Source: an optimization exercise on an open RTL-to-GDS flow (aim: small area and a short achievable clock period). Production flows keep margins and buffers that such runs may drop. Function was checked by simulation only, so behaviour that the tests miss may differ from the original.

==> flow/design.v <==
module d_ff #(
    parameter width = 12,
    parameter reset_value = 0
) (
    input [width-1:0] a,input clk,rst_n,
    output reg [width-1:0] q,
    output [width-1:0]qbar
);
    always @(posedge clk or negedge rst_n) begin
        if (!rst_n) begin
            q <= 0;  
        end else begin
            q <= a;  
        end
    end
    assign qbar = ~q;  
endmodule
module mux2_1 #(
    parameter width = 12
) (
    input [width-1:0] a, b,
    input sel,
    output [width-1:0] out
);
    assign out = sel ? b : a;  
endmodule
module buffer #(
    parameter buffer_size = 8,
    parameter width = 12
) (
    input clk,rst_n,input signed [width-1:0] data_in,
    output signed [width-1:0] data_out
);  
    wire signed [width-1:0] buffer_data[0:buffer_size-1];
    generate
        genvar i;
        for (i = 0; i < buffer_size; i = i + 1) begin : buffer_gen
            if (i==0) begin
                d_ff #(
                .width(width),
                .reset_value(0)
            ) dffi (
                .a(data_in),
                .clk(clk),
                .rst_n(rst_n),
                .q(buffer_data[i]),
                .qbar()  
            );
            end
            else if(i!= buffer_size-1)begin
            d_ff #(
                .width(width),
                .reset_value(0)
            ) dffi (
                .a(buffer_data[i-1]),
                .clk(clk),
                .rst_n(rst_n),
                .q(buffer_data[i]),
                .qbar()  
            );
            end else begin
                d_ff #(
                    .width(width),
                    .reset_value(0)
                ) dffo (
                    .a(buffer_data[i-1]),
                    .clk(clk),
                    .rst_n(rst_n),
                    .q(data_out),
                    .qbar()  
                );
            end
        end
    endgenerate
endmodule
module butterfly #(
    parameter width = 12,
    parameter stage = "stage1"
) (
    input signed [width-1:0]a,b,output reg signed [width-1:0] sum,difference
    );
    wire signed [width:0] s,diff;
    reg signed [width:0] shrs,shrd,rounds,roundd;
    reg rs,rd,ls,ld;
    assign s = a + b;
    assign diff = a - b;
    always @(*) begin
        case (stage)
            "stage1","stage3": begin
                shrs=s>>>1;  
                shrd=diff>>>1;  
                sum = shrs[width-1:0]; 
                difference = shrd[width-1:0];
            end
            "stage2","stage4": begin
                sum = s[width-1:0]; 
                difference = diff[width-1:0]; 
            end
            default: begin
                sum = 0;
                difference = 0;
            end
        endcase
    end
endmodule
module multiplier #(
    parameter width = 12,
    parameter stage = "stage1"
) (
    input signed[width-1:0] a, b,
    output signed [width*2-1:0] product
);
    wire signed [width*2-1:0] p;
    assign product = a * b;
endmodule
module rotator #(
    parameter width = 12,
    parameter stage = "stage1"
)(
    input signed [width-1:0] line1, line2,c,s,
    input sel_1,clk,rst_n,
    output signed [width-1:0] line1_out,
    output reg signed [width-1:0] line2_out
);
    wire signed [2*width-1:0] line2_c, line2_s,line2_s_reg,line2_s_s0,line2_s_s1,line2_s_s00, line2_s_s11,line2_s_s11_reg;
    d_ff #(
        .width(width),
        .reset_value(0)
    ) d1 (
        .a(line1), 
        .clk(clk),
        .rst_n(rst_n),
        .q(line1_out)
    );
    multiplier #(
        .width(width),
        .stage(stage)
    ) mc(
        .a(line2),
        .b(c),
        .product(line2_c)
    );
    multiplier #(
        .width(width),
        .stage(stage)
    ) ms(
        .a(line2),
        .b(s),
        .product(line2_s)
    );
    mux2_1 #(
        .width(2*width)
    ) mux1 (
        .b(line2_c),
        .a(line2_s),
        .sel(sel_1),
        .out(line2_s_s0)
    );
    mux2_1 #(
        .width(2*width)
    ) mux2 (
        .b(line2_s),
        .a(line2_c),
        .sel(sel_1),
        .out(line2_s_s1)
    );
    d_ff #(
        .width(2*width),
        .reset_value(0)
    ) d2 (
        .a(line2_s_s1), 
        .clk(clk),
        .rst_n(rst_n),
        .q(line2_s_reg)
    );
    mux2_1 #(
        .width(2*width)
    ) mux3 (
        .b(line2_s_reg),
        .a(line2_s_s0),
        .sel(sel_1),
        .out(line2_s_s00)
    );
    mux2_1 #(
        .width(2*width)
    ) mux4 (
        .b(line2_s_s0),
        .a(line2_s_reg),
        .sel(sel_1),
        .out(line2_s_s11)
    );
    d_ff #(
        .width(2*width),
        .reset_value(0)
    ) d3 (
        .a(line2_s_s11), 
        .clk(clk),
        .rst_n(rst_n),
        .q(line2_s_s11_reg)
    );
    reg signed [2*width:0]s_ext,sht_ext;
    always @(*) begin
        case (stage)
           "stage1","stage2","stage3":begin
            if (sel_1) begin
                s_ext=line2_s_s11_reg+line2_s_s00;
                sht_ext=s_ext>>>10;
                line2_out=sht_ext[width-1:0];
            end
            else begin
                s_ext=line2_s_s11_reg-line2_s_s00;
                sht_ext=s_ext>>>10;
                line2_out=sht_ext[width-1:0];
            end
           end
        endcase
    end
endmodule
module memc#(
    parameter stage = "stage1",
    parameter width = 12
) (
    input clk,
    input step,  
    input reset,enable,
    output reg signed [width-1:0] mem_out  
);
    reg [2:0] addr;  
    always @(posedge clk or negedge reset) begin
        if (!reset) begin
            addr <= 0;  
        end else if(step && enable)begin
            addr <= addr + 1;  
        end
    end
    always @(*) begin
        case (stage)
            "stage1": begin
                case (addr)
                    3'd0: mem_out = 12'b010000000000;
                    3'd1: mem_out = 12'b001011010100;
                    3'd2: mem_out = 12'b000000000000;
                    3'd3: mem_out = 12'b110100101011;
                    3'd4: mem_out = 12'b001110110010;
                    3'd5: mem_out = 12'b000110000111;
                    3'd6: mem_out = 12'b111001111000;
                    3'd7: mem_out = 12'b110001001101;
                    default: mem_out = 12'b000000000000;
                endcase
            end
            "stage2": begin
                case (addr)
                    3'd0: mem_out = 12'b010000000000;
                    3'd1: mem_out = 12'b000000000000;
                    3'd2: mem_out = 12'b010000000000;
                    3'd3: mem_out = 12'b000000000000;
                    3'd4: mem_out = 12'b001011010100;
                    3'd5: mem_out = 12'b110100101011;
                    3'd6: mem_out = 12'b001011010100;
                    3'd7: mem_out = 12'b110100101011;
                    default: mem_out = 12'b000000000000;
                endcase
            end
            "stage3": begin
                case (addr)
                    3'd0, 3'd1, 3'd2, 3'd3: mem_out = 12'b010000000000;
                    3'd4, 3'd5, 3'd6, 3'd7: mem_out = 12'b000000000000;
                    default: mem_out = 12'b000000000000;
                endcase
            end
            default: mem_out = 12'b000000000000;  
        endcase
    end
endmodule
module mems#(
    parameter stage = "stage1",
    parameter width = 12
) (
    input clk,
    input step,  
    input reset,enable,
    output reg signed [width-1:0] mem_out
);
    reg [2:0] addr;  
    always @(posedge clk or negedge reset) begin
        if (!reset) begin
            addr <= 0;  
        end else if(step && enable) begin
            addr <= addr + 1;  
        end
    end
    always @(*) begin
        case (stage)
            "stage1": begin
                case (addr)
                    3'd0: mem_out = 12'b000000000000;
                    3'd1: mem_out = 12'b110100101011;
                    3'd2: mem_out = 12'b110000000000;
                    3'd3: mem_out = 12'b110100101011;
                    3'd4: mem_out = 12'b111001111000;
                    3'd5: mem_out = 12'b110001001101;
                    3'd6: mem_out = 12'b110001001101;
                    3'd7: mem_out = 12'b111001111000;
                    default: mem_out = 12'b000000000000;
                endcase
            end
            "stage2": begin
                case (addr)
                    3'd0: mem_out = 12'b000000000000;
                    3'd1: mem_out = 12'b110000000000;
                    3'd2: mem_out = 12'b000000000000;
                    3'd3: mem_out = 12'b110000000000;
                    default: mem_out = 12'b110100101011;
                endcase
            end
            "stage3": begin
                case (addr)
                    3'd0: mem_out = 12'b000000000000;
                    3'd1: mem_out = 12'b000000000000;
                    3'd2: mem_out = 12'b000000000000;
                    3'd3: mem_out = 12'b000000000000;
                    default: mem_out = 12'b110000000000;
                endcase
            end
            default: mem_out = 12'b000000000000;
        endcase
    end
endmodule
module control_unit (
    input clk,
    input rst_n,
    output sel_1,
    output reg sel_2,sel_3,sel_4
);
    reg [3:0]counter;
    always @(posedge clk or negedge rst_n) begin
        if (!rst_n) begin
            counter<=0;
        end else begin
            counter<=counter+1;
        end
    end
    always @(posedge clk or negedge rst_n ) begin
        if (!rst_n) begin
            sel_4 <= 0;
            sel_3 <= 0;
            sel_2 <= 0;
        end
        else begin
            sel_4 <= counter[3];  
            sel_3 <= counter[2];  
            sel_2 <= counter[1];  
        end
    end
    assign sel_1 = counter[0];  
endmodule
module input_phase #(
    parameter width = 12  
) (
    input signed [width-1:0] R, I,
    input clk, rst_n,sel_1,
    output signed [width-1:0]  line2,
    output signed [width-1:0]  line1_reg
);
    wire signed [width-1:0] I_reg, line1;
    d_ff #(
        .width(width),
        .reset_value(0)
    ) d1 (
        .a(I), 
        .clk(clk),
        .rst_n(rst_n),
        .q(I_reg)
    );
    mux2_1 #(
        .width(width)
    ) mux1 (
        .a(R),
        .b(I_reg),
        .sel(sel_1),
        .out(line1)
    );
    mux2_1 #(
        .width(width)
    ) mux2 (
        .a(I_reg),
        .b(R),
        .sel(sel_1),
        .out(line2)
    );
    d_ff #(
        .width(width),
        .reset_value(0)
    ) d2 (
        .a(line1), 
        .clk(clk),
        .rst_n(rst_n),
        .q(line1_reg)
    );
endmodule
module output_phase #(
    parameter width = 12  
) (
    input signed [width-1:0] line1, line2,
    input clk, rst_n,sel_1,
    output signed [width-1:0]  I,
    output signed [width-1:0]  R_reg
);
    wire signed [width-1:0] line2_reg, R;
    d_ff #(
        .width(width),
        .reset_value(0)
    ) d1 (
        .a(line2), 
        .clk(clk),
        .rst_n(rst_n),
        .q(line2_reg)
    );
    mux2_1 #(
        .width(width)
    ) mux1 (
        .a(line1),
        .b(line2_reg),
        .sel(sel_1),
        .out(R)
    );
    mux2_1 #(
        .width(width)
    ) mux2 (
        .a(line2_reg),
        .b(line1),
        .sel(sel_1),
        .out(I)
    );
    d_ff #(
        .width(width),
        .reset_value(0)
    ) d2 (
        .a(R), 
        .clk(clk),
        .rst_n(rst_n),
        .q(R_reg)
    );
endmodule
module stage0 #(
    parameter width = 12  
) (
    input clk,rst_n,sel_4,
    input signed [width-1:0] line1,line2,
    output signed [width-1:0] line1_0,line2_0
);
    wire signed [width-1:0] line2_reg,line1_sel;
    buffer #(
        .width(width)
    ) b1 (
        .data_in(line2),
        .data_out(line2_reg),
        .clk(clk),
        .rst_n(rst_n)
    );
    mux2_1 #(
        .width(width)
    ) m1 (
        .a(line1),
        .b(line2_reg),
        .sel(sel_4),
        .out(line1_sel)
    );
    mux2_1 #(
        .width(width)
    ) m2 (
        .a(line2_reg),
        .b(line1),
        .sel(sel_4),
        .out(line2_0)
    );
    buffer #(
        .width(width)
    ) b2 (
        .data_in(line1_sel),
        .data_out(line1_0),
        .clk(clk),
        .rst_n(rst_n)
    );
endmodule
module stage1 #(
    parameter width = 12,
    parameter buffer_size = 4
) (
    input clk,rst_n,sel_3,sel_1,
    input signed [width-1:0] line1,line2,
    output signed [width-1:0] line1_1,line2_1
);
    wire signed [width-1:0] line1_fly,line2_fly;
    wire signed [width-1:0] line1_fly_rot,line2_fly_rot;
    wire signed [width-1:0] line2_fly_rot_reg;
    wire signed [width-1:0] line1_not_reg;
    wire enable;
    wire signed [width-1:0] c,s;
    reg sel;
    always @(posedge clk or negedge rst_n) begin
        if (!rst_n) begin
            sel <= 0;
        end else begin
            sel <= sel_3;
        end
    end
    reg [3:0]counter;
    always @(posedge clk or negedge rst_n) begin
        if (!rst_n) begin
            counter <= 0;
        end else if (counter !=11) begin
            counter <= counter + 1;
        end
    end
    assign enable = counter[3] & counter[1];  
    butterfly #(
        .width(width),
        .stage("stage1")
    ) b1 (
        .a(line1),
        .b(line2),
        .sum(line1_fly),
        .difference(line2_fly)
    );
    memc #(
        .stage("stage1"),
        .width(width)
    ) m1 (
        .clk(clk),
        .step(~sel_1),
        .reset(rst_n),
        .enable(enable),
        .mem_out(c)
    );
    mems #(
        .stage("stage1"),
        .width(width)
    ) m2 (
        .clk(clk),
        .step(~sel_1),
        .reset(rst_n),
        .enable(enable),
        .mem_out(s)
    );
    rotator #(
        .width(width),
        .stage("stage1")
    ) r1 (
        .line1(line1_fly),
        .line2(line2_fly),
        .c(c),
        .s(s),
        .sel_1(sel_1),
        .clk(clk),
        .rst_n(rst_n),
        .line1_out(line1_fly_rot),
        .line2_out(line2_fly_rot)
    );
    buffer #(
        .width(width),
        .buffer_size(buffer_size)
    ) buf1 (
        .data_in(line2_fly_rot),
        .data_out(line2_fly_rot_reg),
        .clk(clk),
        .rst_n(rst_n)
    );
    mux2_1 #(
        .width(width)
    ) mux1 (
        .a(line1_fly_rot),
        .b(line2_fly_rot_reg),
        .sel(sel),
        .out(line1_not_reg)
    );
    mux2_1 #(
        .width(width)
    ) mux2 (
        .a(line2_fly_rot_reg),
        .b(line1_fly_rot),
        .sel(sel),
        .out(line2_1)
    );
    buffer #(
        .width(width),
        .buffer_size(buffer_size)
    ) buf2 (
        .data_in(line1_not_reg),
        .data_out(line1_1),
        .clk(clk),
        .rst_n(rst_n)
    );
endmodule
module stage2 #(
    parameter width = 12,
    parameter buffer_size = 2
) (
    input clk,rst_n,sel_2,sel_1,
    input signed [width-1:0] line1,line2,
    output signed [width-1:0] line1_2,line2_2
);
    wire signed [width-1:0] line1_fly,line2_fly;
    wire signed [width-1:0] line1_fly_rot,line2_fly_rot;
    wire signed [width-1:0] line2_fly_rot_reg;
    wire signed [width-1:0] line1_not_reg;
    reg enable;
    wire signed [width-1:0] c,s;
    reg [3:0]counter;
    always @(posedge clk or negedge rst_n) begin
        if (!rst_n) begin
            counter <= 0;
        end else if (counter !=14) begin
            counter <= counter + 1;
        end
    end
    always @(*) begin
        enable<=counter[3]&counter[2]&counter[1]&!counter[0];
    end
    butterfly #(
        .width(width),
        .stage("stage2")
    ) b1 (
        .a(line1),
        .b(line2),
        .sum(line1_fly),
        .difference(line2_fly)
    );
    memc #(
        .stage("stage2"),
        .width(width)
    ) m1 (
        .clk(clk),
        .step(sel_1),
        .reset(rst_n),
        .enable(enable),
        .mem_out(c)
    );
    mems #(
        .stage("stage2"),
        .width(width)
    ) m2 (
        .clk(clk),
        .step(sel_1),
        .reset(rst_n),
        .enable(enable),
        .mem_out(s)
    );
    rotator #(
        .width(width),
        .stage("stage2")
    ) r1 (
        .line1(line1_fly),
        .line2(line2_fly),
        .c(c),
        .s(s),
        .sel_1(~sel_1),
        .clk(clk),
        .rst_n(rst_n),
        .line1_out(line1_fly_rot),
        .line2_out(line2_fly_rot)
    );
    buffer #(
        .width(width),
        .buffer_size(buffer_size)
    ) buf1 (
        .data_in(line2_fly_rot),
        .data_out(line2_fly_rot_reg),
        .clk(clk),
        .rst_n(rst_n)
    );
    mux2_1 #(
        .width(width)
    ) mux1 (
        .b(line1_fly_rot),
        .a(line2_fly_rot_reg),
        .sel(sel_2),
        .out(line1_not_reg)
    );
    mux2_1 #(
        .width(width)
    ) mux2 (
        .b(line2_fly_rot_reg),
        .a(line1_fly_rot),
        .sel(sel_2),
        .out(line2_2)
    );
    buffer #(
        .width(width),
        .buffer_size(buffer_size)
    ) buf2 (
        .data_in(line1_not_reg),
        .data_out(line1_2),
        .clk(clk),
        .rst_n(rst_n)
    );
endmodule
module stage3 #(
    parameter width = 12,
    parameter buffer_size = 8
) (
    input clk, rst_n,
    input signed [width-1:0] line1_2, line2_2,
    input sel_3,sel_1,
    output signed [width-1:0] line1_3, line2_3
);
    wire signed [width-1:0] line1_fly, line2_fly;
    wire signed [width-1:0] line1_fly_rot, line2_fly_rot;
    wire signed [width-1:0] line2_fly_rot_reg;
    wire signed [width-1:0] line1_not_reg;
    wire signed [width-1:0] c, s;
    reg [4:0]counter;
    reg enable;
    always @(posedge clk or negedge rst_n) begin
        if (!rst_n) begin
            counter <= 0;
        end else if (counter !=17) begin
            counter <= counter + 1;
        end
    end
    always @(*) begin
        enable<=counter[4]&counter[0];
    end
    reg sel_3_reg;
    always @(posedge clk or negedge rst_n) begin
        if (!rst_n) begin
            sel_3_reg<=0;
        end
        else begin
            sel_3_reg<=sel_3;
        end
    end
    butterfly #(
        .width(width),
        .stage("stage3")
    ) b1 (
        .a(line1_2),
        .b(line2_2),
        .sum(line1_fly),
        .difference(line2_fly)
    );
    memc #(
        .stage("stage3"),
        .width(width)
    ) m1 (
        .clk(clk),
        .step(~sel_1),
        .reset(rst_n),
        .mem_out(c),
        .enable(enable)
    );
    mems #(
        .stage("stage3"),
        .width(width)
    ) m2 (
        .clk(clk),
        .step(~sel_1),
        .reset(rst_n),
        .mem_out(s),
        .enable(enable)
    );
    rotator #(
        .width(width)
    ) r1 (
        .line1(line1_fly),
        .line2(line2_fly),
        .c(c),
        .s(s),
        .sel_1(sel_1),
        .clk(clk),
        .rst_n(rst_n),
        .line1_out(line1_fly_rot),
        .line2_out(line2_fly_rot)
    );
    buffer #(
        .width(width)
    ) buf1 (
        .data_in(line2_fly_rot),
        .data_out(line2_fly_rot_reg),
        .clk(clk),
        .rst_n(rst_n)
    );
    mux2_1 #(
        .width(width)
    ) mux1 (
        .a(line1_fly_rot),
        .b(line2_fly_rot_reg),
        .sel(sel_3_reg),
        .out(line1_not_reg)
    );
    mux2_1 #(
        .width(width)
    ) mux2 (
        .a(line2_fly_rot_reg),
        .b(line1_fly_rot),
        .sel(sel_3_reg),
        .out(line2_3)
    );
    buffer #(
        .width(width)
    ) buf2 (
        .data_in(line1_not_reg),
        .data_out(line1_3),
        .clk(clk),
        .rst_n(rst_n)
    );
endmodule
module stage4 #(
    parameter width = 12
) (
    input signed [width-1:0] line1,line2,
    output signed [width-1:0] line1_4,line2_4
);
    butterfly #(
        .width(width),
        .stage("stage4")
    ) b1 (
        .a(line1),
        .b(line2),
        .sum(line1_4),
        .difference(line2_4)
    );
endmodule
module SDC_fft #(
    parameter width = 12
) (
    input clk, rst_n,
    input signed[width-1:0] R,I,
    output signed[width-1:0] R_out, I_out,
    output done
);
    reg [4:0] count;
    always @(posedge clk or negedge rst_n) begin
        if (!rst_n) begin
            count <= 0;
        end
        else if(count!=27 ) begin
            count <= count + 1;
        end
        else begin
            count <= count;
        end
    end
    assign done = count[4]&count[3]&~count[2]&count[1]&count[0];
    wire sel_1,sel_2,sel_3,sel_4;
    control_unit cu (
        .clk(clk),
        .rst_n(rst_n),
        .sel_1(sel_1),
        .sel_4(sel_4),
        .sel_2(sel_2),
        .sel_3(sel_3)
    );
    wire signed [width-1:0] line1,line2;
    wire signed [width-1:0] line1_0,line2_0;
    wire signed [width-1:0] line1_1,line2_1;
    wire signed [width-1:0] line1_2,line2_2;
    wire signed [width-1:0] line1_3,line2_3;
    wire signed [width-1:0] line1_4,line2_4;
    input_phase #(
        .width(width)
    ) ip (
        .R(R),
        .I(I),
        .clk(clk),
        .rst_n(rst_n),
        .sel_1(sel_1),
        .line1_reg(line1),
        .line2(line2)
    );
    stage0 #(
        .width(width)
    ) s0 (
        .clk(clk),
        .rst_n(rst_n),
        .sel_4(sel_4),
        .line1(line1),
        .line2(line2),
        .line1_0(line1_0),
        .line2_0(line2_0)
    );
    stage1 #(
        .width(width),
        .buffer_size(4)
    ) s1 (
        .clk(clk),
        .rst_n(rst_n),
        .sel_1(sel_1),
        .sel_3(sel_3),
        .line1(line1_0),
        .line2(line2_0),
        .line1_1(line1_1),
        .line2_1(line2_1)
    );
    stage2 #(
        .width(width),
        .buffer_size(2)
    ) s2 (
        .clk(clk),
        .rst_n(rst_n),
        .sel_2(sel_2),
        .sel_1(sel_1),
        .line1(line1_1),
        .line2(line2_1),
        .line1_2(line1_2),
        .line2_2(line2_2)
    );
    stage3 #(
        .width(width),
        .buffer_size(8)
    ) s3 (
        .clk(clk),
        .rst_n(rst_n),
        .sel_1(sel_1),
        .sel_3(sel_4),
        .line1_2(line1_2),
        .line2_2(line2_2),
        .line1_3(line1_3),
        .line2_3(line2_3)
    );
    stage4 #(
        .width(width)
    ) s4 (
        .line1(line1_3),
        .line2(line2_3),
        .line1_4(line1_4),
        .line2_4(line2_4)
    );
    output_phase #(
        .width(width)
    ) op (
        .clk(clk),
        .rst_n(rst_n),
        .sel_1(sel_1),
        .line1(line1_4),
        .line2(line2_4),
        .R_reg(R_out),
        .I(I_out)
    );
endmodule
==> flow/run.sh <==
#!/bin/bash
# synth_recipe.tcl (not shown) runs the flow's synth.tcl, then flattens the netlist and writes it again
# the make line also repeats each setting of config.mk as NAME=value (left out here)
make -C /OpenROAD-flow-scripts/flow DESIGN_CONFIG=/design/flow/config.mk WORK_HOME=/design/flow/orfs CLKGATE_MAP_FILE= SYNTH_SCRIPT=/design/flow/synth_recipe.tcl finish
==> flow/config.mk <==
export PLATFORM = sky130hd
export DESIGN_NAME = SDC_fft
export DESIGN_NICKNAME = SDC_fft
export VERILOG_FILES = /design/flow/design.v
export SDC_FILE = /design/flow/constraint.sdc
export NUM_CORES = 4
export LEC_CHECK = 0
export CAP_MARGIN = 20
export CORE_MARGIN = 2
export CORE_UTILIZATION = 40
export SLEW_MARGIN = 20
==> flow/constraint.sdc <==
create_clock -name core_clock -period 10.0 [get_ports {clk}]
set_input_delay 2.0000 -clock core_clock [delete_from_list [all_inputs] [get_ports {clk}]]
set_output_delay 2.0000 -clock core_clock [all_outputs]
set_load 0.01 [all_outputs]
==> summary.md <==
| Metric | Value |
|---|---|
| Unrepaired setup endpoints after global routing | `no` |
| Main area contributors after synthesis | `dfrtp_1 (39%), fa_1 (17%), ha_1 (12%), inv_1 (5.7%), xnor2_1 (3.6%)` |
| Worst skew pair latency | `700 ps` |
| Final hold violation count | `0` |
| Pre-CTS setup slack | `80.2 ps` |
| Max Fclk | `106 MHz` |
| Max_slew headroom | `36.2%` |
| PortBufs | `50` |
| ANT nets after route | `0` |
| Initial DRC Count | `1,440` |
| Final critical-path share of the clock period | `93.9%` |
| Setup TNS | `0 ps` |
| Die height | `355 µm` |
| Crit path required time | `10,630 ps` |
| Clk_skew | `48.6 ps` |
| WL/cell | `16.6 µm` |
| Worst slew pin tran | `958 ps` |
| TritonRoute pass-1 iters | `5` |
| Fin nets | `5,500` |
| Core Area | `122,000 µm²` |
| Worst hold path class | `reg -> reg` |
| Syn Area/Cell | `11.1 µm²` |
| Gr ovfl total | `0` |
| Row cnt | `128` |
| CTS tree | `yes` |
| Worst-path clk slew | `60 ps` |
| Die width | `355 µm` |
| First-pass GRT wire length | `173,000 µm` |
| Die ar. | `126,000 µm²` |
| Share of cells above drive strength 1 | `9.58%` |
| Hold slack | `318 ps` |
| H-tree depth | `3` |
| Crit path DAT | `10,020 ps` |
| Root buf cell | `clkbuf_16` |
| Syn Std Cell Area | `49,300 µm²` |
| Slowest library cell on the worst path | `fa_1` |
| Post-synth EDFFs | `0` |
| Final worst slack | `606 ps` |
| Syn Inst Count | `4,459` |
| Initial Utilization | `40.4%` |
| CTS buffer count | `84` |
| Most used DFF post-synth | `dfrtp_1` |
| Netlist cell types | `90` |
| Vias | `30.3k` |
| Vias/cell | `4.83` |
| Setup crit start kind | `register` |
| #FFs+latches synth | `769` |
| Gpl congestion | `0.924` |
| Final Non-Filler Cells | `6,273` |
| Final slew viol count | `0` |
| Post-layout min period | `9390 ps` |
| DR DRC count | `0` |
| Synthesized net count | `5,382` |
| Longest Clk Path Bufs | `3` |
| Ys async rst share | `100%` |
| Total Routing Usage GR | `17.3%` |
| Dpl hpwl | `82,900 µm` |
| Routed Wire Length | `104,000 µm` |
| Sequential element share of the synthesized area | `39.0%` |
| Synth Warn # | `23` |
| # setup viols final | `0` |
| Cell accounting for the most synthesized area | `dfrtp_1` |
| Crit-path max FO | `19` |
| CP Class | `reg -> reg` |
| Vias in the first global route | `33.0k` |
| Delay of the slowest critical-path stage | `530 ps` |
| Total placed cells including tap cells | `6,113` |
| P&R area growth vs syn | `12.2%` |
| Element type at the critical path end | `register` |
| Initial antenna violation count | `3` |
| Status | `no timing/DRC/antenna violations` |
| Clock sink count | `769` |
| Io pins | `51` |
| Pin count of the biggest net entering global routing | `181` |
| Max-Cap Viols | `0` |
| Post-synth top area share | `39.0%` |
==> routing by layer <==
| layer | global-route usage [%] | vias up | wire (µm) |
|---|---|---|---|
| met1 | 20.3 | 15100 | 42800 |
| met2 | 32.0 | 491 | 54800 |
| met3 | 2.30 | 195 | 3280 |
| met4 | 6.20 | 0 | 3490 |
| met5 | 0 | - | 0 |
| li1 | - | 14500 | - |
==> worst max-delay path: cells and delay by family, from the launching register on <==
| kind | cells | cell delay [ps] |
|---|---|---|
| adders and majority gates | 8 | 3070 |
| AOI/OAI and AO/OA | 11 | 2540 |
| and+or+nand+nor | 9 | 2100 |
| xor gates and xnor gates | 4 | 610 |
| DFF | 1 | 470 |
| buffers and inverters | 5 | 390 |
| muxes | 1 | 140 |
==> final timing paths <==
kind	startpoint	end	slack, ps	depth (start not counted)
setup / recovery	cu.sel_4	s1.buf1.buffer_gen[0].genblk1.dffi.q[11]	610	38
hold / removal	s0.b1.buffer_gen[2].genblk1.genblk1.dffi.q[9]	s0.b1.buffer_gen[3].genblk1.genblk1.dffi.q[9]	320	0
setup reg to reg	cu.sel_4	s1.buf1.buffer_gen[0].genblk1.dffi.q[11]	610	38
hold reg to reg	s0.b1.buffer_gen[2].genblk1.genblk1.dffi.q[9]	s0.b1.buffer_gen[3].genblk1.genblk1.dffi.q[9]	320	0
max in group asynchronous	rst_n	s0.b1.buffer_gen[0].genblk1.dffi.q[9]	6490	3
min in group asynchronous	rst_n	s3.buf2.buffer_gen[5].genblk1.genblk1.dffi.q[0]	1410	1
==> per-stage QoR <==
stage / util (%) / cell area (µm²)
after floorplan: - / 49300
after CTS: 45.2 / 55200
after detailed placement: 42.7 / 52100
final: 45.3 / 55300
after global placement: 42.7 / 52100
after global routing: 45.3 / 55300
==> cell families after synthesis <==
kind of cell    synth area share (%)
simple gates                    8.20
fa+ha+maj                       29.1
buf+inv                         6.63
flops                           39.0
compound gates                  6.94
xor+xnor                        5.46
mux                             4.65
==> final cells by class <==
class	instances	area [µm²]
fill	11400	66800
antenna	1	2.50
timing repair buffer	142	1260
clock inverter	39	592
inverter	749	2810
clock buffer	117	2460
multi-input combinational	2831	26900
tap	1625	2030
sequential	769	19200
==> cells in the final DEF, fill, tap and decap left out, drive strengths merged, types with 10 or more instances in the layout <==
cell / instances
dfrtp: 769
inv: 757
ha: 483
fa: 414
nor2: 304
nand2: 287
xnor2: 201
mux2: 141
o21ai: 135
a21oi: 130
clkbuf: 117
xor2: 104
buf: 93
nor3: 87
mux2i: 70
a21o: 53
clkdlybuf4s50: 49
and2: 46
nand3: 40
o21bai: 35
nand2b: 29
nor2b: 27
o31ai: 27
o21a: 23
clkinv: 20
and3: 18
or3: 16
a31oi: 13
nor4: 13
or2: 12
a211oi: 10
==> cell usage after synthesis, types with 29 or more instances <==
library cell and n:
inv_1 746, o21ai_0 127, xor2_1 104, nand2_1 287, a21o_1 53, and2_1 45
dfrtp_1 769, nand2b_1 29, xnor2_1 200, ha_1 483, nor3_1 87, clkbuf_1 72
fa_1 414, o21bai_1 35, a21oi_1 128, mux2i_1 69, nand3_1 40, mux2_2 141
nor2_1 302
==> what timing repair did <==
item	in CTS	in global routing
hold buffers	0	0
endpoints found under the setup margin	0	4
gates resized for setup	0	22
buffers inserted	0	3

==> separate check: timing with driven ports <==
Ports are ideal in the flow. The routed layout listed here was re-timed in OpenROAD.
Step 1 (the two cells are an assumption about what drives the block):
set clk [get_ports {clk}]
set_driving_cell -lib_cell sky130_fd_sc_hd__clkbuf_16 $clk
set_driving_cell -lib_cell sky130_fd_sc_hd__buf_2 [delete_from_list [all_inputs] $clk]
Step 2 times the ports against the registers' clock, not the clock port: input delays grow and output delays shrink by t, the midpoint of the rising clock arrivals with the driver on.
a / b / c = no drivers / after step 1 / after step 2; a / b = the first two.
shift t [ns]: 0.739
setup slack, ns: 0.606 / 0.606 / 0.606
clock arrival spread, ns: 0.051 / 0.050
After both steps setup and hold are still met in this run. For this run, drivers alone change the setup slack by 0.000 ns; drivers and shift together by 0.000 ns.
